This is an optimization exercise on Yosys and OpenROAD, whose aim is small area, a short achievable clock period and few clock cycles per item, not a production implementation. Function was checked by simulation only, so behaviour that the tests miss may differ from the original. The clock port is modelled as an ideal driver; clocking choices that lean on that would not hold on a real chip. Power is estimated from default activity; no workload was simulated.

==> flow/design.v (excerpt) <==
module TopMod2 (
    input clk,
    input reset,
    input [3:0] file_in_bits,
    input data_ready,
    output wire in_ready,
    output wire [61:0] decoded_data,
    output wire decoded_valid
);
    wire       rd_act;
    wire [2:0] rd_cyc;
    wire [1:0] rd_grp;
    wire [3:0] rd_sym;
    deinterleaver deinterleaver_inst (
        .clk(clk),
        .reset(reset),
        .in_bits(file_in_bits),
        .data_ready(data_ready),
        .in_ready(in_ready),
        .rd_act(rd_act),
        .rd_cyc(rd_cyc),
        .rd_grp(rd_grp),
        .rd_sym(rd_sym)
    );
    vitebri vitebri_inst (
        .clk(clk),
        .reset(reset),
        .rd_act(rd_act),
        .rd_cyc(rd_cyc),
        .rd_grp(rd_grp),
        .rd_sym(rd_sym),
        .data_out(decoded_data),
        .valid_output(decoded_valid)
    );
endmodule
For scale: ~1700 cells after synthesis, ~340 flip-flops, about 71 I/O pins.
==> module serial_to_pair, before the edit <==
module serial_to_pair (
    input  [11:0] t_in,
    input  [3:0]  sa,        
    input  [3:0]  sb,        
    output [11:0] t_out,
    output [15:0] oh,        
    output [3:0]  en         
);
    function [3:0] addbm;
        input [3:0] c; input [1:0] s; input u; input [3:0] y;
        reg [1:0] e;
        begin
            e = {u ^ s[0] ^ s[1], u ^ s[1]};
            addbm = ({4{y[e]}} & c) |                                   
                    ({4{y[~e]}} & {c[1:0], 2'b00}) |                    
                    ({4{y[e ^ 2'b01] | y[e ^ 2'b10]}} & {c[2:0], 1'b0});  
        end
    endfunction
    function lt;
        input [3:0] a, b;
        begin
            lt = |(a & ~b);
        end
    endfunction
    reg [3:0] T0 [0:3];
    reg [3:0] T1 [0:3];
    reg [3:0] T2 [0:3];
    reg [3:0] ca, cb;
    reg D1 [0:3];
    reg D2 [0:3];
    reg z0, l01, l23, l02, l03, l12, l13;
    reg [11:0] to;
    reg [15:0] o;
    reg [3:0] e;
    integer ns, k;
    function [1:0] eo;
        input [1:0] s; input u;
        begin
            eo = {u ^ s[0] ^ s[1], u ^ s[1]};
        end
    endfunction
    reg [3:0] w0;
    integer s0, u1, u2;
    always @(*) begin
        for (s0 = 0; s0 < 4; s0 = s0 + 1) begin
            w0[s0] = 1'b0;
            for (u1 = 0; u1 < 2; u1 = u1 + 1)
                for (u2 = 0; u2 < 2; u2 = u2 + 1)
                    w0[s0] = w0[s0] | (sa[eo(s0, u1)] & sb[eo({s0[0], u1[0]}, u2)]);
        end
    end
    always @(*) begin
        for (ns = 0; ns < 4; ns = ns + 1)
            T0[ns] = {1'b1, t_in[3*ns +: 3]};
        for (ns = 0; ns < 4; ns = ns + 1) begin
            ca = addbm(T0[ns >> 1], ns >> 1, ns & 1, sa);
            cb = addbm(T0[2 + (ns >> 1)], 2 + (ns >> 1), ns & 1, sa);
            T1[ns] = {1'b1, ca[2:0] | cb[2:0]};
            D1[ns] = !lt(ca, cb);
        end
        for (ns = 0; ns < 4; ns = ns + 1) begin
            ca = addbm(T1[ns >> 1], ns >> 1, ns & 1, sb);
            cb = addbm(T1[2 + (ns >> 1)], 2 + (ns >> 1), ns & 1, sb);
            T2[ns] = {1'b1, ca[2:0] | cb[2:0]};    
            D2[ns] = !lt(ca, cb);
        end
        for (ns = 0; ns < 4; ns = ns + 1) begin
            o[4*ns + 0] = !D2[ns] & !D1[{1'b0, ns[1]}];
            o[4*ns + 1] =  D2[ns] & !D1[{1'b1, ns[1]}];
            o[4*ns + 2] = !D2[ns] &  D1[{1'b0, ns[1]}];
            o[4*ns + 3] =  D2[ns] &  D1[{1'b1, ns[1]}];
        end
        z0 = 1'b0;
        for (ns = 0; ns < 4; ns = ns + 1)
            z0 = z0 | (t_in[3*ns] & w0[ns]);
        for (ns = 0; ns < 4; ns = ns + 1)
            for (k = 0; k < 3; k = k + 1)
                to[3*ns + k] = z0 ? T2[ns][k] : T2[ns][k+1];
        l01 = lt(T2[0], T2[1]); l23 = lt(T2[2], T2[3]);
        l02 = lt(T2[0], T2[2]); l03 = lt(T2[0], T2[3]);
        l12 = lt(T2[1], T2[2]); l13 = lt(T2[1], T2[3]);
        e[0] = l01 & (l23 ? l02 : l03);
        e[1] = !l01 & (l23 ? l12 : l13);
        e[2] = l23 & !(l01 ? l02 : l12);
        e[3] = !l23 & !(l01 ? l03 : l13);
    end
    assign t_out = to;
    assign oh = o;
    assign en = e;
endmodule
clock: 10.0 ns
lec_check: 0
cap_margin: 20
cell_pad_in_sites_detail_placement: 1
cell_pad_in_sites_global_placement: 1
core_margin: 2
core_utilization: 40
cts_buf_list: sky130_fd_sc_hd__clkbuf_16
cts_cluster_diameter: 100
cts_cluster_size: 20
slew_margin: 20
synth_memory_max_bits: 65536
standard.sh (not shown) runs the stock make flow with config.mk's settings and CLKGATE_MAP_FILE= SYNTH_SCRIPT=/design/flow/synth_recipe.tcl, a recipe that flattens the netlist after the stock synthesis.
==> flow/flow/run.sh <==
#!/bin/bash
# Layout: the standard flow (standard.sh) with two changes on the output
# side. The port buffers are plain buf_1 cells instead of the delay cells the
# resizer picks by itself, and after clock tree synthesis eco_outputs.tcl
# gives each output port's buffer and the flip-flop that drives it a larger
# drive strength. ORFS writes each step's full log under orfs/logs/.
set -euo pipefail
here=$(pwd)
bash standard.sh \
  BUFFER_PORTS_ARGS="-buffer_cell sky130_fd_sc_hd__buf_1" \
  POST_CTS_TCL="$here/flow/eco_outputs.tcl" \
  finish > standard_flow.log 2>&1
==> flow/flow/eco_outputs.tcl <==
# After clock tree synthesis: give the output paths stronger cells. Each
# output port's buffer becomes a buf_2 and the flip-flop behind it a
# dfxtp_2 (same cells, larger drive), then the placement is legalised.
set block [ord::get_db_block]
set nbuf 0
set nff 0
foreach bterm [$block getBTerms] {
  if {[$bterm getIoType] ne "OUTPUT"} { continue }
  set net [$bterm getNet]
  if {$net eq "NULL"} { continue }
  foreach it [$net getITerms] {
    if {![$it isOutputSignal]} { continue }
    set buf [$it getInst]
    if {[[$buf getMaster] getName] ne "sky130_fd_sc_hd__buf_1"} { continue }
    replace_cell [$buf getName] sky130_fd_sc_hd__buf_2
    incr nbuf
    foreach bi [$buf getITerms] {
      if {![$bi isInputSignal]} { continue }
      set inet [$bi getNet]
      if {$inet eq "NULL"} { continue }
      foreach di [$inet getITerms] {
        if {![$di isOutputSignal]} { continue }
        set ff [$di getInst]
        if {[[$ff getMaster] getName] eq "sky130_fd_sc_hd__dfxtp_1"} {
          replace_cell [$ff getName] sky130_fd_sc_hd__dfxtp_2
          incr nff
        }
      }
    }
  }
}
puts "eco_outputs: $nbuf port buffers and $nff flip-flops resized"
detailed_placement
check_placement -verbose
Testbench counts at the start, summed over its fixed seeds: cycles 5,208, frames 160.
Edit:
--- a/flow/design.v
+++ b/flow/design.v
@@ -129,5 +129,5 @@
             ca = addbm(T1[ns >> 1], ns >> 1, ns & 1, sb);
             cb = addbm(T1[2 + (ns >> 1)], 2 + (ns >> 1), ns & 1, sb);
-            T2[ns] = {1'b1, ca[2:0] | cb[2:0]};    
+            T2[ns] = ca | cb;
             D2[ns] = !lt(ca, cb);
         end
Effect:
- The changed run produced a clean layout
- power came out higher by 0.59%
- maximum frequency decreases by 0.34%
- wire length increases by 2.6%
- via count increases by 2.0%
- design area is higher by 0.89%
Testbench counts after the change, summed over its fixed seeds: cycles 5,208, frames 160.

==> what the ideal ports hide <==
The results above use ideal ports. As a check the final layouts listed here were re-extracted and re-timed, cells and wires unchanged.
Step 1: set_driving_cell puts a clkbuf_16 on clk and a buf_2 on each other input, an assumption about the parent block.
Step 2 adds t to the input delays and takes it off the output delays; t is the mean of the earliest and latest rising clock arrival at the registers after step 1. Input paths then give back, and output paths get back, about the clock's delay inside the block.
a / b / c = ideal / step 1 / step 2; a / b = the first two.
| run | shift t [ns] | setup slack, ns | latest minus earliest clock arrival (ns) | worst register clock-pin slew, ns | cell pins on the clock port's net |
|---|---|---|---|---|---|
| the first run | 0.573 | 6.885 / 6.830 / 6.582 | 0.017 / 0.017 | 0.09 / 0.09 | 1 |
| the second run | 0.584 | 6.874 / 6.819 / 6.624 | 0.031 / 0.030 | 0.09 / 0.09 | 1 |
After both steps setup and hold are still met in every run listed. For the first run, which loses most, drivers alone change the setup slack by -0.055 ns; drivers and shift together by -0.303 ns.
